What follows belongs to an exercise in optimizing a design on an open flow for small area and a short achievable clock period; a production flow would make more cautious choices.
Function was checked by simulation only, so behaviour that the tests miss may differ from the original.
The clock cells of this run come from the design's own scripts or RTL, not from TritonCTS.
The flow treats the clock pin as an ideal source. Dropping or thinning the clock tree relies on that and would not hold on a real chip.

==> flow/design.v <==
module BC_FIR(
    input  [12:0] in,
    input         clock_s,
    output [12:0] out
);
    reg [11:0] d0;
    reg [11:0] d1;
    reg [11:0] d2;
    reg [11:0] d3;
    reg [11:0] d4;
    reg [11:0] d5;
    reg [11:0] d6;
    reg [11:0] d7;
    reg [11:0] d8;
    reg [11:0] d9;
    reg [11:0] d10;
    reg [11:0] d11;
    reg [11:0] d12;
    reg [11:0] d13;
    reg [11:0] d14;
    reg [11:0] d15;
    reg [11:0] d16;
    reg [11:0] d17;
    reg [11:0] d18;
    reg [11:0] d19;
    reg [11:0] d20;
    reg [11:0] d21;
    reg [11:0] d22;
    reg [11:0] d23;
    reg [11:0] d24;
    reg [11:0] d25;
    reg [11:0] d26;
    reg [11:0] d27;
    reg [11:0] d28;
    reg [11:0] d29;
    reg pl0_0;
    reg pl0_1;
    reg pl0_2;
    reg pl0_3;
    reg pl0_4;
    reg pl0_5;
    reg pl0_6;
    reg r3_0;
    reg r3_1;
    reg r3_2;
    reg r3_3;
    reg r3_4;
    reg r3_5;
    reg r3_6;
    reg r3_7;
    reg r3_8;
    reg r3_9;
    reg r3_10;
    reg r3_11;
    reg r3_12;
    reg r3_13;
    reg pl1_0;
    reg pl1_1;
    reg pl1_2;
    reg pl1_3;
    reg pl1_4;
    reg pl1_5;
    reg pl3_0;
    reg pl3_1;
    reg pl3_2;
    reg pl3_3;
    reg pl3_4;
    reg pl3_5;
    reg r2_0;
    reg r2_1;
    reg r2_2;
    reg r2_3;
    reg r2_4;
    reg r2_5;
    reg r2_6;
    reg r2_7;
    reg r2_8;
    reg r2_9;
    reg r2_10;
    reg r2_11;
    reg r2_12;
    reg r2_13;
    reg r2_14;
    reg r2_15;
    reg r2_16;
    reg r2_17;
    reg pl2_0;
    reg pl2_1;
    reg pl2_2;
    reg pl2_3;
    reg pl2_4;
    reg pl2_5;
    reg pl2_6;
    reg r1_0;
    reg r1_1;
    reg r1_2;
    reg r1_3;
    reg r1_4;
    reg r1_5;
    reg r1_6;
    reg r1_7;
    reg r1_8;
    reg r1_9;
    reg r1_10;
    reg r1_11;
    reg r1_12;
    reg r1_13;
    reg r1_14;
    reg [12:0] y;
    wire w1;
    wire w2;
    wire w3;
    wire w4;
    wire w5;
    wire w6;
    wire w7;
    wire w8;
    wire w9;
    wire w10;
    wire w11;
    wire w12;
    wire w13;
    wire w14;
    wire w15;
    wire w16;
    wire w17;
    wire w18;
    wire w19;
    wire w20;
    wire w21;
    wire w22;
    wire w23;
    wire w24;
    wire w25;
    wire w26;
    wire w27;
    wire w28;
    wire w29;
    wire w30;
    wire w31;
    wire w32;
    wire w33;
    wire w34;
    wire w35;
    wire w36;
    wire w37;
    wire w38;
    wire w39;
    wire w40;
    wire w41;
    wire w42;
    wire w43;
    wire w44;
    wire w45;
    wire w46;
    wire w47;
    wire w48;
    wire w49;
    wire w50;
    wire w51;
    wire w52;
    wire w53;
    wire w54;
    wire w55;
    wire w56;
    wire w57;
    wire w58;
    wire w59;
    wire w60;
    wire w61;
    wire w62;
    wire w63;
    wire w64;
    wire w65;
    wire w66;
    wire w67;
    wire w68;
    wire w69;
    wire w70;
    wire w71;
    wire w72;
    wire w73;
    wire w74;
    wire w75;
    wire w76;
    wire w77;
    wire w78;
    wire w79;
    wire w80;
    wire w81;
    wire w82;
    wire w83;
    wire w84;
    wire w85;
    wire w86;
    wire w87;
    wire w88;
    wire w89;
    wire w90;
    wire w91;
    wire w92;
    wire w93;
    wire w94;
    wire w95;
    wire w96;
    wire w97;
    wire w98;
    wire w99;
    wire w100;
    wire w101;
    wire w102;
    wire w103;
    wire w104;
    wire w105;
    wire w106;
    wire w107;
    wire w108;
    wire w109;
    wire w110;
    wire w111;
    wire w112;
    wire w113;
    wire w114;
    wire w115;
    wire w116;
    wire w117;
    wire w118;
    wire w119;
    wire w120;
    wire w121;
    wire w122;
    wire w123;
    wire w124;
    wire w125;
    wire w126;
    wire w127;
    wire w128;
    wire w129;
    wire w130;
    wire w131;
    wire w132;
    wire w133;
    wire w134;
    wire w135;
    wire w136;
    wire w137;
    wire w138;
    wire w139;
    wire w140;
    wire w141;
    wire w142;
    wire w143;
    wire w144;
    wire w145;
    wire w146;
    wire w147;
    wire w148;
    wire w149;
    wire w150;
    wire w151;
    wire w152;
    wire w153;
    wire w154;
    wire w155;
    wire w156;
    wire w157;
    wire w158;
    wire w159;
    wire w160;
    wire w161;
    wire w162;
    wire w163;
    wire w164;
    wire w165;
    wire w166;
    wire w167;
    wire w168;
    wire w169;
    wire w170;
    wire w171;
    wire w172;
    wire w173;
    wire w174;
    wire w175;
    wire w176;
    wire w177;
    wire w178;
    wire w179;
    wire w180;
    wire w181;
    wire w182;
    wire w183;
    wire w184;
    wire w185;
    wire w186;
    wire w187;
    wire w188;
    wire w189;
    wire w190;
    wire w191;
    wire w192;
    wire w193;
    wire w194;
    wire w195;
    wire w196;
    wire w197;
    wire w198;
    wire w199;
    wire w200;
    wire w201;
    wire w202;
    wire w203;
    wire w204;
    wire w205;
    wire w206;
    wire w207;
    wire w208;
    wire w209;
    wire w210;
    wire w211;
    wire w212;
    wire w213;
    wire w214;
    wire w215;
    wire w216;
    wire w217;
    wire w218;
    wire w219;
    wire w220;
    wire w221;
    wire w222;
    wire w223;
    wire w224;
    wire w225;
    wire w226;
    wire w227;
    wire w228;
    wire w229;
    wire w230;
    wire w231;
    wire w232;
    wire w233;
    wire w234;
    wire w235;
    wire w236;
    wire w237;
    wire w238;
    wire w239;
    wire w240;
    wire w241;
    wire w242;
    wire w243;
    wire w244;
    wire w245;
    wire w246;
    wire w247;
    wire w248;
    wire w249;
    wire w250;
    wire w251;
    wire w252;
    wire w253;
    wire w254;
    wire w255;
    wire w256;
    wire w257;
    wire w258;
    wire w259;
    wire w260;
    wire w261;
    wire w262;
    wire w263;
    wire w264;
    wire w265;
    wire w266;
    wire w267;
    wire w268;
    wire w269;
    wire w270;
    wire w271;
    wire w272;
    wire w273;
    wire w274;
    wire w275;
    wire w276;
    wire w277;
    wire w278;
    wire w279;
    wire w280;
    wire w281;
    wire w282;
    wire w283;
    wire w284;
    wire w285;
    wire w286;
    wire w287;
    wire w288;
    wire w289;
    wire w290;
    wire w291;
    wire w292;
    wire w293;
    wire w294;
    wire w295;
    wire w296;
    wire w297;
    wire w298;
    wire w299;
    wire w300;
    wire w301;
    wire w302;
    wire w303;
    wire w304;
    wire w305;
    wire w306;
    wire w307;
    wire w308;
    wire w309;
    wire w310;
    wire w311;
    wire w312;
    wire w313;
    wire w314;
    wire w315;
    wire w316;
    wire w317;
    wire w318;
    wire w319;
    wire w320;
    wire w321;
    wire w322;
    wire w323;
    wire w324;
    wire w325;
    wire w326;
    wire w327;
    wire w328;
    wire w329;
    wire w330;
    wire w331;
    wire w332;
    wire w333;
    wire w334;
    wire w335;
    wire w336;
    wire w337;
    wire w338;
    wire w339;
    wire w340;
    wire w341;
    wire w342;
    wire w343;
    wire w344;
    wire w345;
    wire w346;
    wire w347;
    wire w348;
    wire w349;
    wire w350;
    wire w351;
    wire w352;
    wire w353;
    wire w354;
    wire w355;
    wire w356;
    wire w357;
    wire w358;
    wire w359;
    wire w360;
    wire w361;
    wire w362;
    wire w363;
    wire w364;
    wire w365;
    wire w366;
    wire w367;
    wire w368;
    wire w369;
    wire w370;
    wire w371;
    wire w372;
    wire w373;
    wire w374;
    wire w375;
    wire w376;
    wire w377;
    wire w378;
    wire w379;
    wire w380;
    wire w381;
    wire w382;
    wire w383;
    wire w384;
    wire w385;
    wire w386;
    wire w387;
    wire w388;
    wire w389;
    wire w390;
    wire w391;
    wire w392;
    wire w393;
    wire w394;
    wire w395;
    wire w396;
    wire w397;
    wire w398;
    wire w399;
    wire w400;
    wire w401;
    wire w402;
    wire w403;
    wire w404;
    wire w405;
    wire w406;
    wire w407;
    wire w408;
    wire w409;
    wire w410;
    wire w411;
    wire w412;
    wire w413;
    wire w414;
    wire w415;
    wire w416;
    wire w417;
    wire w418;
    wire w419;
    wire w420;
    wire w421;
    wire w422;
    wire w423;
    wire w424;
    wire w425;
    wire w426;
    wire w427;
    wire w428;
    wire w429;
    wire w430;
    wire w431;
    wire w432;
    wire w433;
    wire w434;
    wire w435;
    wire w436;
    wire w437;
    wire w438;
    wire w439;
    wire w440;
    wire w441;
    wire w442;
    wire w443;
    wire w444;
    wire w445;
    wire w446;
    wire w447;
    wire w448;
    wire w449;
    wire w450;
    wire w451;
    wire w452;
    wire w453;
    wire w454;
    wire w455;
    wire w456;
    wire w457;
    wire w458;
    wire w459;
    wire w460;
    wire w461;
    wire w462;
    wire w463;
    wire w464;
    wire w465;
    wire w466;
    wire w467;
    wire w468;
    wire w469;
    wire w470;
    wire w471;
    wire w472;
    wire w473;
    wire w474;
    wire w475;
    wire w476;
    wire w477;
    wire w478;
    wire w479;
    wire w480;
    wire w481;
    wire w482;
    wire w483;
    wire w484;
    wire w485;
    wire w486;
    wire w487;
    wire w488;
    wire w489;
    wire w490;
    wire w491;
    wire w492;
    wire w493;
    wire w494;
    wire w495;
    wire w496;
    wire w497;
    wire w498;
    wire w499;
    wire w500;
    wire w501;
    wire w502;
    wire w503;
    wire w504;
    wire w505;
    wire w506;
    wire w507;
    wire w508;
    wire w509;
    wire w510;
    wire w511;
    ha1 u1 (.a(d0[0]), .b(d28[0]), .s(w1), .co(w2));
    fa1 u2 (.a(d28[1]), .b(d0[1]), .c(w2), .s(w3), .co(w4));
    fa1 u3 (.a(d28[2]), .b(d0[2]), .c(w4), .s(w5), .co(w6));
    fa1 u4 (.a(d28[3]), .b(d0[3]), .c(w6), .s(w7), .co(w8));
    fa1 u5 (.a(d28[4]), .b(d0[4]), .c(w8), .s(w9), .co(w10));
    fa1 u6 (.a(d28[5]), .b(d0[5]), .c(w10), .s(w11), .co(w12));
    fa1 u7 (.a(d1[6]), .b(d29[6]), .c(pl0_6), .s(w13), .co(w14));
    fa1 u8 (.a(d1[7]), .b(d29[7]), .c(w14), .s(w15), .co(w16));
    fa1 u9 (.a(d1[8]), .b(d29[8]), .c(w16), .s(w17), .co(w18));
    fa1 u10 (.a(d1[9]), .b(d29[9]), .c(w18), .s(w19), .co(w20));
    fa1 u11 (.a(d1[10]), .b(d29[10]), .c(w20), .s(w21), .co(w22));
    fa1 u12 (.a(d1[11]), .b(d29[11]), .c(w22), .s(w23), .co(w24));
    ha1 u13 (.a(pl0_0), .b(pl0_2), .s(w25), .co(w26));
    fa1 u14 (.a(pl0_1), .b(pl0_3), .c(w26), .s(w27), .co(w28));
    fa1 u15 (.a(pl0_0), .b(pl0_2), .c(pl0_4), .s(w29), .co(w30));
    ha1 u16 (.a(w29), .b(w28), .s(w31), .co(w32));
    fa1 u17 (.a(pl0_1), .b(pl0_3), .c(pl0_5), .s(w33), .co(w34));
    fa1 u18 (.a(w30), .b(w33), .c(w32), .s(w35), .co(w36));
    fa1 u19 (.a(pl0_2), .b(pl0_4), .c(w34), .s(w37), .co(w38));
    fa1 u20 (.a(w13), .b(w37), .c(w36), .s(w39), .co(w40));
    fa1 u21 (.a(pl0_3), .b(pl0_5), .c(w38), .s(w41), .co(w42));
    fa1 u22 (.a(w15), .b(w41), .c(w40), .s(w43), .co(w44));
    fa1 u23 (.a(pl0_4), .b(w13), .c(w42), .s(w45), .co(w46));
    fa1 u24 (.a(w17), .b(w45), .c(w44), .s(w47), .co(w48));
    fa1 u25 (.a(pl0_5), .b(w15), .c(w46), .s(w49), .co(w50));
    fa1 u26 (.a(w19), .b(w49), .c(w48), .s(w51), .co(w52));
    fa1 u27 (.a(w13), .b(w17), .c(w50), .s(w53), .co(w54));
    fa1 u28 (.a(w21), .b(w53), .c(w52), .s(w55), .co(w56));
    fa1 u29 (.a(d15[0]), .b(w15), .c(w19), .s(w57), .co(w58));
    fa1 u30 (.a(w57), .b(w54), .c(w23), .s(w59), .co(w60));
    x2 u31 (.a(d15[1]), .b(pl0_0), .y(w61));
    x2 u32 (.a(w61), .b(w17), .y(w62));
    x2 u33 (.a(w62), .b(w21), .y(w63));
    x2 u34 (.a(w58), .b(w63), .y(w64));
    x2 u35 (.a(w24), .b(w64), .y(w65));
    x2 u36 (.a(w65), .b(w60), .y(w66));
    assign w67 = ~r3_0;
    assign w68 = ~r3_1;
    assign w69 = ~r3_2;
    assign w70 = ~r3_3;
    assign w71 = ~r3_4;
    assign w72 = ~r3_5;
    assign w73 = ~r3_6;
    assign w74 = ~r3_7;
    assign w75 = ~r3_8;
    assign w76 = ~r3_9;
    assign w77 = ~r3_10;
    assign w78 = ~r3_11;
    assign w79 = ~r3_12;
    assign w80 = ~r3_13;
    ha1 u37 (.a(d13[0]), .b(d17[0]), .s(w81), .co(w82));
    fa1 u38 (.a(d13[1]), .b(d17[1]), .c(w82), .s(w83), .co(w84));
    fa1 u39 (.a(d13[2]), .b(d17[2]), .c(w84), .s(w85), .co(w86));
    fa1 u40 (.a(d13[3]), .b(d17[3]), .c(w86), .s(w87), .co(w88));
    fa1 u41 (.a(d13[4]), .b(d17[4]), .c(w88), .s(w89), .co(w90));
    fa1 u42 (.a(d14[5]), .b(d18[5]), .c(pl1_5), .s(w91), .co(w92));
    fa1 u43 (.a(d14[6]), .b(d18[6]), .c(w92), .s(w93), .co(w94));
    fa1 u44 (.a(d14[7]), .b(d18[7]), .c(w94), .s(w95), .co(w96));
    fa1 u45 (.a(d14[8]), .b(d18[8]), .c(w96), .s(w97), .co(w98));
    fa1 u46 (.a(d14[9]), .b(d18[9]), .c(w98), .s(w99), .co(w100));
    fa1 u47 (.a(d14[10]), .b(d18[10]), .c(w100), .s(w101), .co(w102));
    fa1 u48 (.a(d14[11]), .b(d18[11]), .c(w102), .s(w103), .co(w104));
    assign w105 = ~pl1_0;
    assign w106 = ~pl1_1;
    assign w107 = ~pl1_2;
    ha1 u49 (.a(d5[0]), .b(d25[0]), .s(w108), .co(w109));
    fa1 u50 (.a(d5[1]), .b(d25[1]), .c(w109), .s(w110), .co(w111));
    fa1 u51 (.a(d5[2]), .b(d25[2]), .c(w111), .s(w112), .co(w113));
    fa1 u52 (.a(d5[3]), .b(d25[3]), .c(w113), .s(w114), .co(w115));
    fa1 u53 (.a(d5[4]), .b(d25[4]), .c(w115), .s(w116), .co(w117));
    fa1 u54 (.a(d6[5]), .b(d26[5]), .c(pl3_5), .s(w118), .co(w119));
    fa1 u55 (.a(d6[6]), .b(d26[6]), .c(w119), .s(w120), .co(w121));
    fa1 u56 (.a(d6[7]), .b(d26[7]), .c(w121), .s(w122), .co(w123));
    fa1 u57 (.a(d6[8]), .b(d26[8]), .c(w123), .s(w124), .co(w125));
    fa1 u58 (.a(d6[9]), .b(d26[9]), .c(w125), .s(w126), .co(w127));
    fa1 u59 (.a(d6[10]), .b(d26[10]), .c(w127), .s(w128), .co(w129));
    fa1 u60 (.a(d6[11]), .b(d26[11]), .c(w129), .s(w130), .co(w131));
    assign w132 = ~pl3_0;
    assign w133 = ~pl3_1;
    assign w134 = ~pl3_2;
    assign w135 = ~pl3_3;
    assign w136 = ~pl3_4;
    assign w137 = ~w118;
    assign w138 = ~w120;
    assign w139 = ~w122;
    assign w140 = ~w124;
    assign w141 = ~w126;
    assign w142 = ~w128;
    assign w143 = ~w130;
    fa1 u61 (.a(d16[0]), .b(pl1_0), .c(w67), .s(w144), .co(w145));
    fa1 u62 (.a(d16[1]), .b(pl1_1), .c(w68), .s(w146), .co(w147));
    fa1 u63 (.a(w132), .b(w145), .c(w146), .s(w148), .co(w149));
    fa1 u64 (.a(d16[2]), .b(pl1_2), .c(w69), .s(w150), .co(w151));
    fa1 u65 (.a(w133), .b(w147), .c(w150), .s(w152), .co(w153));
    ha1 u66 (.a(w149), .b(w152), .s(w154), .co(w155));
    fa1 u67 (.a(d16[3]), .b(pl1_3), .c(w70), .s(w156), .co(w157));
    fa1 u68 (.a(w134), .b(w151), .c(w156), .s(w158), .co(w159));
    fa1 u69 (.a(w153), .b(w158), .c(w155), .s(w160), .co(w161));
    fa1 u70 (.a(d16[4]), .b(pl1_0), .c(pl1_4), .s(w162), .co(w163));
    fa1 u71 (.a(pl3_0), .b(w71), .c(w135), .s(w164), .co(w165));
    fa1 u72 (.a(w157), .b(w162), .c(w164), .s(w166), .co(w167));
    fa1 u73 (.a(w159), .b(w166), .c(w161), .s(w168), .co(w169));
    fa1 u74 (.a(d16[5]), .b(pl1_1), .c(pl3_1), .s(w170), .co(w171));
    fa1 u75 (.a(w72), .b(w136), .c(w163), .s(w172), .co(w173));
    fa1 u76 (.a(w91), .b(w170), .c(w165), .s(w174), .co(w175));
    fa1 u77 (.a(w172), .b(w167), .c(w174), .s(w176), .co(w177));
    ha1 u78 (.a(w176), .b(w169), .s(w178), .co(w179));
    fa1 u79 (.a(d16[6]), .b(pl1_0), .c(pl1_2), .s(w180), .co(w181));
    fa1 u80 (.a(pl3_0), .b(pl3_2), .c(w73), .s(w182), .co(w183));
    fa1 u81 (.a(w171), .b(w180), .c(w182), .s(w184), .co(w185));
    fa1 u82 (.a(w137), .b(w173), .c(w93), .s(w186), .co(w187));
    fa1 u83 (.a(w175), .b(w184), .c(w186), .s(w188), .co(w189));
    fa1 u84 (.a(w177), .b(w188), .c(w179), .s(w190), .co(w191));
    fa1 u85 (.a(d16[7]), .b(pl1_1), .c(pl1_3), .s(w192), .co(w193));
    fa1 u86 (.a(pl3_1), .b(pl3_3), .c(w74), .s(w194), .co(w195));
    fa1 u87 (.a(w181), .b(w183), .c(w192), .s(w196), .co(w197));
    fa1 u88 (.a(w194), .b(w185), .c(w196), .s(w198), .co(w199));
    fa1 u89 (.a(w138), .b(w95), .c(w187), .s(w200), .co(w201));
    fa1 u90 (.a(w198), .b(w189), .c(w200), .s(w202), .co(w203));
    ha1 u91 (.a(w202), .b(w191), .s(w204), .co(w205));
    fa1 u92 (.a(d16[8]), .b(pl1_2), .c(pl1_4), .s(w206), .co(w207));
    fa1 u93 (.a(pl3_2), .b(pl3_4), .c(w75), .s(w208), .co(w209));
    fa1 u94 (.a(w193), .b(w195), .c(w206), .s(w210), .co(w211));
    fa1 u95 (.a(w208), .b(w197), .c(w210), .s(w212), .co(w213));
    fa1 u96 (.a(w139), .b(w199), .c(w212), .s(w214), .co(w215));
    fa1 u97 (.a(w97), .b(w201), .c(w214), .s(w216), .co(w217));
    ha1 u98 (.a(w203), .b(w216), .s(w218), .co(w219));
    ha1 u99 (.a(w218), .b(w205), .s(w220), .co(w221));
    fa1 u100 (.a(d16[9]), .b(pl1_3), .c(pl3_3), .s(w222), .co(w223));
    fa1 u101 (.a(w76), .b(w207), .c(w209), .s(w224), .co(w225));
    fa1 u102 (.a(w91), .b(w118), .c(w222), .s(w226), .co(w227));
    fa1 u103 (.a(w211), .b(w224), .c(w226), .s(w228), .co(w229));
    fa1 u104 (.a(w213), .b(w228), .c(w140), .s(w230), .co(w231));
    fa1 u105 (.a(w215), .b(w99), .c(w230), .s(w232), .co(w233));
    fa1 u106 (.a(w217), .b(w219), .c(w232), .s(w234), .co(w235));
    fa1 u107 (.a(d16[10]), .b(pl1_4), .c(pl3_4), .s(w236), .co(w237));
    fa1 u108 (.a(w77), .b(w105), .c(w223), .s(w238), .co(w239));
    fa1 u109 (.a(w236), .b(w225), .c(w93), .s(w240), .co(w241));
    fa1 u110 (.a(w120), .b(w238), .c(w227), .s(w242), .co(w243));
    fa1 u111 (.a(w229), .b(w240), .c(w242), .s(w244), .co(w245));
    fa1 u112 (.a(w244), .b(w141), .c(w231), .s(w246), .co(w247));
    fa1 u113 (.a(w101), .b(w233), .c(w246), .s(w248), .co(w249));
    fa1 u114 (.a(d16[11]), .b(w78), .c(w79), .s(w250), .co(w251));
    fa1 u115 (.a(w106), .b(w237), .c(w91), .s(w252), .co(w253));
    fa1 u116 (.a(w118), .b(w250), .c(w239), .s(w254), .co(w255));
    fa1 u117 (.a(w252), .b(w95), .c(w122), .s(w256), .co(w257));
    fa1 u118 (.a(w254), .b(w241), .c(w243), .s(w258), .co(w259));
    fa1 u119 (.a(w256), .b(w245), .c(w258), .s(w260), .co(w261));
    fa1 u120 (.a(w260), .b(w142), .c(w247), .s(w262), .co(w263));
    x2 u121 (.a(w80), .b(w107), .y(w264));
    x2 u122 (.a(w264), .b(w251), .y(w265));
    x2 u123 (.a(w265), .b(w253), .y(w266));
    x2 u124 (.a(w93), .b(w120), .y(w267));
    x2 u125 (.a(w266), .b(w267), .y(w268));
    x2 u126 (.a(w255), .b(w268), .y(w269));
    x2 u127 (.a(w269), .b(w97), .y(w270));
    x2 u128 (.a(w124), .b(w257), .y(w271));
    x2 u129 (.a(w259), .b(w270), .y(w272));
    x2 u130 (.a(w271), .b(w272), .y(w273));
    x2 u131 (.a(w273), .b(w261), .y(w274));
    x2 u132 (.a(w274), .b(w104), .y(w275));
    x2 u133 (.a(w143), .b(w275), .y(w276));
    ha1 u134 (.a(d10[0]), .b(d22[0]), .s(w277), .co(w278));
    fa1 u135 (.a(d10[1]), .b(d22[1]), .c(w278), .s(w279), .co(w280));
    fa1 u136 (.a(d10[2]), .b(d22[2]), .c(w280), .s(w281), .co(w282));
    fa1 u137 (.a(d10[3]), .b(d22[3]), .c(w282), .s(w283), .co(w284));
    fa1 u138 (.a(d10[4]), .b(d22[4]), .c(w284), .s(w285), .co(w286));
    fa1 u139 (.a(d10[5]), .b(d22[5]), .c(w286), .s(w287), .co(w288));
    fa1 u140 (.a(d11[6]), .b(d23[6]), .c(pl2_6), .s(w289), .co(w290));
    fa1 u141 (.a(d11[7]), .b(d23[7]), .c(w290), .s(w291), .co(w292));
    fa1 u142 (.a(d11[8]), .b(d23[8]), .c(w292), .s(w293), .co(w294));
    fa1 u143 (.a(d11[9]), .b(d23[9]), .c(w294), .s(w295), .co(w296));
    fa1 u144 (.a(d11[10]), .b(d23[10]), .c(w296), .s(w297), .co(w298));
    fa1 u145 (.a(d11[11]), .b(d23[11]), .c(w298), .s(w299), .co(w300));
    assign w301 = ~pl2_0;
    assign w302 = ~pl2_1;
    assign w303 = ~pl2_2;
    assign w304 = ~pl2_3;
    assign w305 = ~pl2_4;
    ha1 u146 (.a(r2_0), .b(pl2_0), .s(w306), .co(w307));
    fa1 u147 (.a(r2_1), .b(pl2_0), .c(pl2_1), .s(w308), .co(w309));
    fa1 u148 (.a(d17[0]), .b(w307), .c(w308), .s(w310), .co(w311));
    fa1 u149 (.a(r2_2), .b(pl2_1), .c(pl2_2), .s(w312), .co(w313));
    fa1 u150 (.a(d17[1]), .b(w309), .c(w312), .s(w314), .co(w315));
    ha1 u151 (.a(w311), .b(w314), .s(w316), .co(w317));
    fa1 u152 (.a(r2_3), .b(pl2_2), .c(pl2_3), .s(w318), .co(w319));
    fa1 u153 (.a(d17[2]), .b(w313), .c(w318), .s(w320), .co(w321));
    fa1 u154 (.a(w315), .b(w320), .c(w317), .s(w322), .co(w323));
    fa1 u155 (.a(r2_4), .b(pl2_0), .c(pl2_3), .s(w324), .co(w325));
    fa1 u156 (.a(pl2_4), .b(d17[3]), .c(w319), .s(w326), .co(w327));
    fa1 u157 (.a(w324), .b(w321), .c(w326), .s(w328), .co(w329));
    ha1 u158 (.a(w328), .b(w323), .s(w330), .co(w331));
    fa1 u159 (.a(r2_5), .b(pl2_1), .c(pl2_4), .s(w332), .co(w333));
    fa1 u160 (.a(pl2_5), .b(d17[4]), .c(w325), .s(w334), .co(w335));
    fa1 u161 (.a(w332), .b(w327), .c(w334), .s(w336), .co(w337));
    fa1 u162 (.a(w329), .b(w336), .c(w331), .s(w338), .co(w339));
    fa1 u163 (.a(r2_6), .b(pl2_2), .c(pl2_5), .s(w340), .co(w341));
    fa1 u164 (.a(d17[5]), .b(w333), .c(w289), .s(w342), .co(w343));
    fa1 u165 (.a(w340), .b(w335), .c(w342), .s(w344), .co(w345));
    fa1 u166 (.a(w337), .b(w344), .c(w339), .s(w346), .co(w347));
    fa1 u167 (.a(r2_7), .b(pl2_3), .c(d17[6]), .s(w348), .co(w349));
    fa1 u168 (.a(w341), .b(w289), .c(w348), .s(w350), .co(w351));
    fa1 u169 (.a(w343), .b(w291), .c(w350), .s(w352), .co(w353));
    fa1 u170 (.a(w345), .b(w352), .c(w347), .s(w354), .co(w355));
    fa1 u171 (.a(r2_8), .b(pl2_4), .c(w301), .s(w356), .co(w357));
    fa1 u172 (.a(d17[7]), .b(w349), .c(w356), .s(w358), .co(w359));
    fa1 u173 (.a(w291), .b(w351), .c(w358), .s(w360), .co(w361));
    fa1 u174 (.a(w293), .b(w353), .c(w360), .s(w362), .co(w363));
    fa1 u175 (.a(r2_9), .b(r2_10), .c(pl2_5), .s(w364), .co(w365));
    fa1 u176 (.a(w302), .b(d17[0]), .c(d17[8]), .s(w366), .co(w367));
    fa1 u177 (.a(w357), .b(w364), .c(w366), .s(w368), .co(w369));
    fa1 u178 (.a(w359), .b(w368), .c(w293), .s(w370), .co(w371));
    fa1 u179 (.a(w361), .b(w295), .c(w370), .s(w372), .co(w373));
    ha1 u180 (.a(w363), .b(w372), .s(w374), .co(w375));
    fa1 u181 (.a(r2_11), .b(r2_12), .c(w303), .s(w376), .co(w377));
    fa1 u182 (.a(d17[1]), .b(d17[9]), .c(w365), .s(w378), .co(w379));
    fa1 u183 (.a(w289), .b(w376), .c(w367), .s(w380), .co(w381));
    fa1 u184 (.a(w378), .b(w369), .c(w380), .s(w382), .co(w383));
    fa1 u185 (.a(w382), .b(w295), .c(w371), .s(w384), .co(w385));
    fa1 u186 (.a(w297), .b(w373), .c(w384), .s(w386), .co(w387));
    ha1 u187 (.a(w375), .b(w386), .s(w388), .co(w389));
    fa1 u188 (.a(r2_13), .b(r2_14), .c(r2_15), .s(w390), .co(w391));
    fa1 u189 (.a(w304), .b(d17[2]), .c(d17[10]), .s(w392), .co(w393));
    fa1 u190 (.a(w377), .b(w390), .c(w392), .s(w394), .co(w395));
    fa1 u191 (.a(w379), .b(w291), .c(w381), .s(w396), .co(w397));
    fa1 u192 (.a(w394), .b(w383), .c(w396), .s(w398), .co(w399));
    fa1 u193 (.a(w398), .b(w297), .c(w385), .s(w400), .co(w401));
    fa1 u194 (.a(w299), .b(w387), .c(w400), .s(w402), .co(w403));
    x2 u195 (.a(r2_16), .b(r2_17), .y(w404));
    x2 u196 (.a(pl2_0), .b(w305), .y(w405));
    x2 u197 (.a(d17[3]), .b(d17[11]), .y(w406));
    x2 u198 (.a(w404), .b(w405), .y(w407));
    x2 u199 (.a(w406), .b(w391), .y(w408));
    x2 u200 (.a(w407), .b(w393), .y(w409));
    x2 u201 (.a(w408), .b(w409), .y(w410));
    x2 u202 (.a(w410), .b(w395), .y(w411));
    x2 u203 (.a(w411), .b(w293), .y(w412));
    x2 u204 (.a(w397), .b(w412), .y(w413));
    x2 u205 (.a(w413), .b(w399), .y(w414));
    x2 u206 (.a(w414), .b(w300), .y(w415));
    x2 u207 (.a(w299), .b(w401), .y(w416));
    x2 u208 (.a(w415), .b(w416), .y(w417));
    x2 u209 (.a(w417), .b(w403), .y(w418));
    ha1 u210 (.a(r1_0), .b(d0[0]), .s(w419), .co(w420));
    fa1 u211 (.a(r1_1), .b(d0[0]), .c(d0[1]), .s(w421), .co(w422));
    ha1 u212 (.a(w420), .b(w421), .s(w423), .co(w424));
    fa1 u213 (.a(r1_2), .b(d0[1]), .c(d0[2]), .s(w425), .co(w426));
    fa1 u214 (.a(w422), .b(w425), .c(w424), .s(w427), .co(w428));
    xn1 u215 (.a(r1_3), .b(d0[2]), .y(w429));
    or1 u216 (.a(r1_3), .b(d0[2]), .y(w430));
    fa1 u217 (.a(d0[3]), .b(w429), .c(w426), .s(w431), .co(w432));
    ha1 u218 (.a(w431), .b(w428), .s(w433), .co(w434));
    fa1 u219 (.a(r1_4), .b(d0[3]), .c(d0[4]), .s(w435), .co(w436));
    fa1 u220 (.a(w430), .b(w435), .c(w432), .s(w437), .co(w438));
    xn1 u221 (.a(r1_5), .b(d0[4]), .y(w439));
    or1 u222 (.a(r1_5), .b(d0[4]), .y(w440));
    fa1 u223 (.a(d0[5]), .b(w439), .c(w436), .s(w441), .co(w442));
    fa1 u224 (.a(r1_6), .b(d0[5]), .c(d0[6]), .s(w443), .co(w444));
    fa1 u225 (.a(w440), .b(w443), .c(w442), .s(w445), .co(w446));
    xn1 u226 (.a(r1_7), .b(d0[6]), .y(w447));
    or1 u227 (.a(r1_7), .b(d0[6]), .y(w448));
    fa1 u228 (.a(d0[7]), .b(w447), .c(w444), .s(w449), .co(w450));
    xn1 u229 (.a(r1_8), .b(r1_9), .y(w451));
    or1 u230 (.a(r1_8), .b(r1_9), .y(w452));
    fa1 u231 (.a(d0[7]), .b(d0[8]), .c(w451), .s(w453), .co(w454));
    fa1 u232 (.a(w448), .b(w453), .c(w450), .s(w455), .co(w456));
    xn1 u233 (.a(r1_10), .b(d0[8]), .y(w457));
    or1 u234 (.a(r1_10), .b(d0[8]), .y(w458));
    fa1 u235 (.a(d0[9]), .b(w452), .c(w457), .s(w459), .co(w460));
    fa1 u236 (.a(w454), .b(w459), .c(w456), .s(w461), .co(w462));
    xn1 u237 (.a(r1_11), .b(d0[9]), .y(w463));
    or1 u238 (.a(r1_11), .b(d0[9]), .y(w464));
    fa1 u239 (.a(d0[10]), .b(w458), .c(w463), .s(w465), .co(w466));
    fa1 u240 (.a(w460), .b(w465), .c(w462), .s(w467), .co(w468));
    xn1 u241 (.a(r1_12), .b(r1_13), .y(w469));
    or1 u242 (.a(r1_12), .b(r1_13), .y(w470));
    fa1 u243 (.a(d0[10]), .b(d0[11]), .c(w469), .s(w471), .co(w472));
    fa1 u244 (.a(w464), .b(w471), .c(w466), .s(w473), .co(w474));
    assign w475 = ~r1_14;
    x2 u245 (.a(w475), .b(d0[11]), .y(w476));
    x2 u246 (.a(w470), .b(w476), .y(w477));
    x2 u247 (.a(w477), .b(w472), .y(w478));
    x2 u248 (.a(w478), .b(w474), .y(w479));
    ha1 u249 (.a(w437), .b(w434), .s(w480), .co(w481));
    ha1 u250 (.a(w441), .b(w438), .s(w482), .co(w483));
    ha1 u251 (.a(w449), .b(w446), .s(w484), .co(w485));
    ha1 u252 (.a(w473), .b(w468), .s(w486), .co(w487));
    an1 u253 (.a(w433), .b(w427), .y(w488));
    x2 u254 (.a(w482), .b(w481), .y(w489));
    ao1 u255 (.a(w483), .b(w482), .c(w481), .y(w490));
    an1 u256 (.a(w482), .b(w480), .y(w491));
    x2 u257 (.a(w445), .b(w490), .y(w492));
    an1 u258 (.a(w445), .b(w490), .y(w493));
    an1 u259 (.a(w445), .b(w491), .y(w494));
    x2 u260 (.a(w484), .b(w493), .y(w495));
    an1 u261 (.a(w484), .b(w445), .y(w496));
    ao1 u262 (.a(w485), .b(w496), .c(w490), .y(w497));
    an1 u263 (.a(w496), .b(w491), .y(w498));
    x2 u264 (.a(w455), .b(w497), .y(w499));
    an1 u265 (.a(w455), .b(w497), .y(w500));
    x2 u266 (.a(w461), .b(w500), .y(w501));
    an1 u267 (.a(w461), .b(w455), .y(w502));
    an1 u268 (.a(w502), .b(w497), .y(w503));
    x2 u269 (.a(w467), .b(w503), .y(w504));
    an1 u270 (.a(w467), .b(w502), .y(w505));
    an1 u271 (.a(w505), .b(w497), .y(w506));
    x2 u272 (.a(w486), .b(w506), .y(w507));
    an1 u273 (.a(w486), .b(w467), .y(w508));
    an1 u274 (.a(w508), .b(w502), .y(w509));
    ao1 u275 (.a(w487), .b(w509), .c(w497), .y(w510));
    x2 u276 (.a(w479), .b(w510), .y(w511));
    wire [12:0] ysum = {w511, w507, w504, w501, w499, w495, w492, w489, w480, w433, w427, w423, w419};
    always @(posedge clock_s) begin
        d0 <= in[11:0];
        d1 <= d0;
        d2 <= d1;
        d3 <= d2;
        d4 <= d3;
        d5 <= d4;
        d6 <= d5;
        d7 <= d6;
        d8 <= d7;
        d9 <= d8;
        d10 <= d9;
        d11 <= d10;
        d12 <= d11;
        d13 <= ~d12;
        d14 <= d13;
        d15 <= d14;
        d16 <= d15;
        d17 <= d16;
        d18 <= d17;
        d19 <= ~d18;
        d20 <= d19;
        d21 <= d20;
        d22 <= d21;
        d23 <= d22;
        d24 <= d23;
        d25 <= d24;
        d26 <= d25;
        d27 <= d26;
        d28 <= d27;
        d29 <= d28;
        pl0_0 <= w1;
        pl0_1 <= w3;
        pl0_2 <= w5;
        pl0_3 <= w7;
        pl0_4 <= w9;
        pl0_5 <= w11;
        pl0_6 <= w12;
        r3_0 <= pl0_0;
        r3_1 <= pl0_1;
        r3_2 <= w25;
        r3_3 <= w27;
        r3_4 <= w31;
        r3_5 <= w35;
        r3_6 <= w39;
        r3_7 <= w43;
        r3_8 <= w47;
        r3_9 <= w51;
        r3_10 <= w55;
        r3_11 <= w59;
        r3_12 <= w56;
        r3_13 <= w66;
        pl1_0 <= w81;
        pl1_1 <= w83;
        pl1_2 <= w85;
        pl1_3 <= w87;
        pl1_4 <= w89;
        pl1_5 <= w90;
        pl3_0 <= w108;
        pl3_1 <= w110;
        pl3_2 <= w112;
        pl3_3 <= w114;
        pl3_4 <= w116;
        pl3_5 <= w117;
        r2_0 <= w144;
        r2_1 <= w148;
        r2_2 <= w154;
        r2_3 <= w160;
        r2_4 <= w168;
        r2_5 <= w178;
        r2_6 <= w190;
        r2_7 <= w204;
        r2_8 <= w220;
        r2_9 <= w221;
        r2_10 <= w234;
        r2_11 <= w235;
        r2_12 <= w248;
        r2_13 <= w103;
        r2_14 <= w249;
        r2_15 <= w262;
        r2_16 <= w263;
        r2_17 <= w276;
        pl2_0 <= w277;
        pl2_1 <= w279;
        pl2_2 <= w281;
        pl2_3 <= w283;
        pl2_4 <= w285;
        pl2_5 <= w287;
        pl2_6 <= w288;
        r1_0 <= w306;
        r1_1 <= w310;
        r1_2 <= w316;
        r1_3 <= w322;
        r1_4 <= w330;
        r1_5 <= w338;
        r1_6 <= w346;
        r1_7 <= w354;
        r1_8 <= w362;
        r1_9 <= w355;
        r1_10 <= w374;
        r1_11 <= w388;
        r1_12 <= w389;
        r1_13 <= w402;
        r1_14 <= w418;
        y <= ysum;
    end
    assign out = y;
endmodule
module fa1(input a, input b, input c, output s, output co);
    assign {co, s} = a + b + c;
endmodule
module ha1(input a, input b, output s, output co);
    assign {co, s} = a + b;
endmodule
module xn1(input a, input b, output y);
    assign y = ~(a ^ b);
endmodule
module or1(input a, input b, output y);
    assign y = a | b;
endmodule
module x2(input a, input b, output y);
    assign y = a ^ b;
endmodule
module ao1(input a, input b, input c, output y);
    assign y = a | (b & c);
endmodule
module an1(input a, input b, output y);
    assign y = a & b;
endmodule
==> flow/flow/run.sh <==
#!/bin/bash
# Standard ORFS layout (the standard.sh) with two changes:
#  - port buffers made from sky130_fd_sc_hd__buf_2 instead of the default delay-buffer cell;
#  - the clock tree built by flow/cts_hook.tcl (PRE_CTS hook): a balanced two-level
#    buffer tree in place of TritonCTS's deeper tree.
# All tool output goes to standard_flow.log here and to the ORFS logs under orfs/logs.
set -euo pipefail
bash standard.sh "BUFFER_PORTS_ARGS=-buffer_cell sky130_fd_sc_hd__buf_2" \
  "PRE_CTS_TCL=$PWD/flow/cts_hook.tcl" \
  finish > standard_flow.log 2>&1
==> flow/flow/cts_hook.tcl <==
# PRE_CTS hook: builds a two-level clock tree by hand, then makes the flow's
# clock_tree_synthesis call a no-op.
#   clock_s -> NROOT root buffers (clkbuf_16) -> NLEAF leaf buffers (clkbuf_8)
#   -> flip-flop clock pins.
# Flip-flops are split into NLEAF balanced clusters (k-means); each leaf buffer
# sits at its cluster's centre, each root buffer at the centre of its leaves.
# Every flip-flop sees the same two buffer levels.
set ::mct_nleaf 24
set ::mct_nroot 4
set ::mct_leaf sky130_fd_sc_hd__clkbuf_8
set ::mct_root sky130_fd_sc_hd__clkbuf_16

proc mct_kmeans {pts k seed} {
  # balanced k-means (greedy capacity-limited assignment); returns {centres assignment}
  set n [llength $pts]
  set cap [expr {int(ceil(double($n) / $k * 1.15))}]
  expr {srand($seed)}
  set best_cost 1e30
  set best {}
  for {set trial 0} {$trial < 8} {incr trial} {
    # initial centres: random distinct points
    set idx {}
    while {[llength $idx] < $k} {
      set r [expr {int(rand() * $n)}]
      if {[lsearch $idx $r] < 0} { lappend idx $r }
    }
    set cent {}
    foreach i $idx { lappend cent [lindex $pts $i] }
    for {set it 0} {$it < 25} {incr it} {
      set pairs {}
      for {set i 0} {$i < $n} {incr i} {
        lassign [lindex $pts $i] x y
        for {set c 0} {$c < $k} {incr c} {
          lassign [lindex $cent $c] cx cy
          lappend pairs [list [expr {abs($x - $cx) + abs($y - $cy)}] $i $c]
        }
      }
      set pairs [lsort -real -index 0 $pairs]
      set asg [lrepeat $n -1]
      set cnt [lrepeat $k 0]
      foreach p $pairs {
        lassign $p d i c
        if {[lindex $asg $i] < 0 && [lindex $cnt $c] < $cap} {
          lset asg $i $c
          lset cnt $c [expr {[lindex $cnt $c] + 1}]
        }
      }
      set sx [lrepeat $k 0.0]; set sy [lrepeat $k 0.0]
      for {set i 0} {$i < $n} {incr i} {
        set c [lindex $asg $i]
        lassign [lindex $pts $i] x y
        lset sx $c [expr {[lindex $sx $c] + $x}]
        lset sy $c [expr {[lindex $sy $c] + $y}]
      }
      set newc {}
      for {set c 0} {$c < $k} {incr c} {
        set m [lindex $cnt $c]
        if {$m > 0} {
          lappend newc [list [expr {[lindex $sx $c] / $m}] [expr {[lindex $sy $c] / $m}]]
        } else {
          lappend newc [lindex $cent $c]
        }
      }
      set cent $newc
    }
    set cost 0.0
    for {set i 0} {$i < $n} {incr i} {
      lassign [lindex $pts $i] x y
      lassign [lindex $cent [lindex $asg $i]] cx cy
      set cost [expr {$cost + abs($x - $cx) + abs($y - $cy)}]
    }
    if {$cost < $best_cost} {
      set best_cost $cost
      set best [list $cent $asg]
    }
  }
  return $best
}

proc mct_build {} {
  set block [ord::get_db_block]
  set db [ord::get_db]
  set clk [$block findNet clock_s]
  set sinks {}
  set pts {}
  foreach it [$clk getITerms] {
    set inst [$it getInst]
    set bb [$inst getBBox]
    lappend sinks $it
    lappend pts [list [expr {([$bb xMin] + [$bb xMax]) / 2}] [expr {([$bb yMin] + [$bb yMax]) / 2}]]
  }
  puts "manual clock tree: [llength $sinks] clock sinks"
  lassign [mct_kmeans $pts $::mct_nleaf 1] lcent lasg
  lassign [mct_kmeans $lcent $::mct_nroot 2] rcent rasg
  set rootm [$db findMaster $::mct_root]
  set leafm [$db findMaster $::mct_leaf]
  set rnets {}
  for {set r 0} {$r < $::mct_nroot} {incr r} {
    set net [odb::dbNet_create $block clknet_root_$r]
    $net setSigType CLOCK
    set inst [odb::dbInst_create $block $rootm clkbuf_root_$r]
    [$inst findITerm A] connect $clk
    [$inst findITerm X] connect $net
    lassign [lindex $rcent $r] x y
    $inst setLocation [expr {int($x)}] [expr {int($y)}]
    $inst setPlacementStatus PLACED
    lappend rnets $net
  }
  set lnets {}
  for {set l 0} {$l < $::mct_nleaf} {incr l} {
    set net [odb::dbNet_create $block clknet_leaf_$l]
    $net setSigType CLOCK
    set inst [odb::dbInst_create $block $leafm clkbuf_leaf_$l]
    [$inst findITerm A] connect [lindex $rnets [lindex $rasg $l]]
    [$inst findITerm X] connect $net
    lassign [lindex $lcent $l] x y
    $inst setLocation [expr {int($x)}] [expr {int($y)}]
    $inst setPlacementStatus PLACED
    lappend lnets $net
  }
  for {set i 0} {$i < [llength $sinks]} {incr i} {
    set it [lindex $sinks $i]
    $it disconnect
    $it connect [lindex $lnets [lindex $lasg $i]]
  }
  puts "manual clock tree: $::mct_nroot root and $::mct_nleaf leaf buffers"
}

mct_build
rename clock_tree_synthesis mct_unused_clock_tree_synthesis
proc clock_tree_synthesis {args} {
  puts "clock_tree_synthesis skipped: the clock tree was built by the PRE_CTS hook"
}
==> flow/standard.sh <==
#!/bin/bash
# synth_recipe.tcl (not shown) runs the flow's synth.tcl, then flattens the netlist and writes it again
# the make line also repeats each setting of config.mk as NAME=value (left out here)
make -C /OpenROAD-flow-scripts/flow DESIGN_CONFIG=/design/flow/config.mk WORK_HOME=/design/flow/orfs CLKGATE_MAP_FILE= SYNTH_SCRIPT=/design/flow/synth_recipe.tcl "${@:-finish}"
==> flow/config.mk <==
export PLATFORM = sky130hd
export DESIGN_NAME = BC_FIR
export DESIGN_NICKNAME = BC_FIR
export VERILOG_FILES = /design/flow/design.v
export SDC_FILE = /design/flow/constraint.sdc
export NUM_CORES = 4
export LEC_CHECK = 0
export CAP_MARGIN = 20
export CORE_MARGIN = 2
export CORE_UTILIZATION = 65
export PLACE_DENSITY = 0.75
export SLEW_MARGIN = 20
export SYNTH_HIERARCHICAL = 1
export SYNTH_MINIMUM_KEEP_SIZE = 0
==> flow/constraint.sdc <==
create_clock -name core_clock -period 16.0 [get_ports {clock_s}]
set_input_delay 3.2000 -clock core_clock [delete_from_list [all_inputs] [get_ports {clock_s}]]
set_output_delay 3.2000 -clock core_clock [all_outputs]
set_load 0.01 [all_outputs]
==> impl_metrics.py <==
metrics = {
    "status": {
        "outcome": "finished clean",
    },
    "sta": {
        "setup_slack_ns": 12.02,
        "period_needed_ns": 3.981,
        "hold_violations": 0,
        "finClkSkew_ns": 0.02665,
        "setup_viol": 0,
        "tns_ns": 0,
        "slew-limit-headroom_pct": 72.09,
        "worst_pin_slew_ns": 0.4180,
        "drv_slew": 0,
        "finalCritPeriodShare_pct": 24.88,
        "clock.fmax_ghz": 0.2512,
        "rsz0062_at_grt": "false",
    },
    "synth": {
        "syn_area_per_cell_sq_um": 17.44,
        "syn_area_sq_um": 13450,
        "yosysWarnings": 7,
        "synth_cell_types": 9,
        "synthCells": 771,
        "syn-num-nets": 985,
        "synth_seq_cells": 440,
        "yosysSeqAreaShare_pct": 65.50,
    },
    "grt": {
        "grt_overflow": 0,
        "grt_pass1_wl_microns": 32960,
        "antenna_found_initial": 0,
        "track_usage_pct": 20.11,
        "grt_pass1_vias": 6012,
        "grt_max_degree": 23,
    },
    "final_layout": {
        "layout_commonest_cell": "dfxtp_1",
        "fillerInstances": 1337,
        "largest_reg_flops": 13,
        "fin_cells": 1094,
        "antenna_cells": 0,
        "mostFrequentLayoutCells": "440 x dfxtp_1, 177 x fa_1, 59 x inv_1",
        "syn_to_final_growth_pct": 6.643,
        "fin_nets": 1040,
        "layout-drive-gt1-share_pct": 6.432,
        "top_register": "y",
        "final_core_util_pct": 70.65,
    },
    "critical_path": {
        "end_kind": "output port",
        "worstPathMaxFanout": 1,
        "slowest_delay_ns": 0.33,
        "path_cells": "buf_2",
        "worst_ep_arrival_time_ns": 0.78,
        "path_class": "flip-flop to output port",
        "slowest_stage": "dfxtp_1",
        "cp.buffers_inverters": 1,
        "start_kind": "flip-flop",
        "path_delay_family": "flip-flops",
        "required_ns": 12.80,
    },
    "floorplanning": {
        "boundaryPins": 27,
        "fp.dieH_microns": 147.8,
        "die-area_sq_um": 21860,
        "rows": 52,
        "die_x_microns": 147.8,
        "core_region_area_sq_um": 20300,
        "start_util_pct": 66.25,
    },
    "detailed_routing": {
        "totalWireLength_microns": 20030,
        "drtAntennaViolNets": 0,
        "via_per_inst": 4.658,
        "drtIter0Drc": 164,
        "drc": 0,
        "drt_first_pass_iters": 4,
        "wl_per_cell_microns": 18.31,
        "vias": 5096,
    },
    "clock_network": {
        "clock_latency_ns": 0.33,
        "cts-resized-gates": 0,
        "cts.clk_slew.worst_paths_ns": 0.11,
        "postCtsHoldBufs": 0,
        "cts_setup_buffers": 0,
    },
    "flow_run": {
        "maxCapViolCount": 0,
    },
    "place": {
        "place.gp.congestion": 0.8245,
        "place_ws_ns": 11.99,
        "dp_cells": 1066,
        "portBuffers": 25,
        "dp_hpwl_microns": 15690,
    },
    "hold_path": {
        "hold_class": "flip-flop to flip-flop",
    },
}
[per-layer routing]
layer	global-route usage, %	share of wire, %	vias to the layer above
met4	5.476	3.4	0
met3	1.914	3.1	46
met5	0	0	-
met2	35.05	51	79
li1	-	-	2393
met1	27.61	43	2578
[synth_stat cells]
library cell    n  area share [%]
a21o_1          3            0.17
and2_1          9            0.42
dfxtp_1       440              66
fa_1          177              26
ha_1           23             2.1
inv_1          59             1.6
or2_1           7            0.33
xnor2_1         7            0.46
xor2_1         46             3.0
[cell type report]
type | count | area [sq um] | area share (%)
sequential | 440 | 8808 | 61.42
multi-input combinational | 272 | 4418 | 30.81
inverter | 59 | 221.5 | 1.544
buffer | 28 | 430.4 | 3.001
tap | 270 | 337.8 | 2.356
timing repair buffer | 25 | 125.1 | 0.8724
[stage by stage]
step	hold slack (ns)	area, sq um
final	0.3141	14340
after detailed placement	0.3121	13910
after global routing	0.3253	14340
after floorplan	0.3096	13450
after CTS	0.3121	14340
after global placement	0.3096	13910
[Yosys stat by module, one instance, submodules excluded]
| module | times used | flops+latches | cell area, sq um | cells |
|---|---|---|---|---|
| ha1 | 23 | 0 | 12.51 | 1 |
| fa1 | 177 | 0 | 20.02 | 1 |
| BC_FIR | 1 | 440 | 9030 | 499 |
| an1 | 9 | 0 | 6.256 | 1 |
| ao1 | 3 | 0 | 7.507 | 1 |
| or1 | 7 | 0 | 6.256 | 1 |
| x2 | 46 | 0 | 8.758 | 1 |
| xn1 | 7 | 0 | 8.758 | 1 |
[final timing paths]
path,start,slack [ns],depth (start not counted),end
min,d3[8]$_DFF_P_,0.31,0,d4[8]$_DFF_P_
max reg2reg,d11[6]$_DFF_P_,12.06,8,r1_14$_DFF_P_
min reg2reg,d3[8]$_DFF_P_,0.31,0,d4[8]$_DFF_P_
max,y[10]$_DFF_P_,12.02,1,out[10]
[cells by family (layout without fill, tap and decap cells)]
logic type               after synthesis  count (layout)  share of synthesized area (%)
flip-flops                           440             440                          65.50
AO/OA/AOI/OAI                          3               3                         0.1675
XOR/XNOR                              53              53                          3.452
AND/OR/NAND/NOR                       16              16                         0.7443
buffers and inverters                 59             112                          1.647
adder cells (fa/ha/maj)              200             200                          28.49

what the ideal ports hide:
Ports are ideal in the flow. The routed layout listed here was re-timed in OpenROAD.
Step 1, drivers: a clkbuf_16 drives clock_s and a buf_2 each remaining input, both assumed.
Step 2 moves the port delays by t, midway between the first and last clock arrival at a register: inputs arrive t later, outputs are due t later. That takes back most of the time a late clock gives input paths.
Slacks: ideal ports / drivers / drivers and shift; pairs: ideal ports / drivers.
shift t [ns]: 0.417
slack for setup (ns): 12.019 / 11.917 / 12.062
clock arrival spread, ns: 0.030 / 0.030
After both steps setup and hold are still met in this run. The setup slack of this run moves by -0.102 ns with the drivers and by +0.043 ns with both steps.
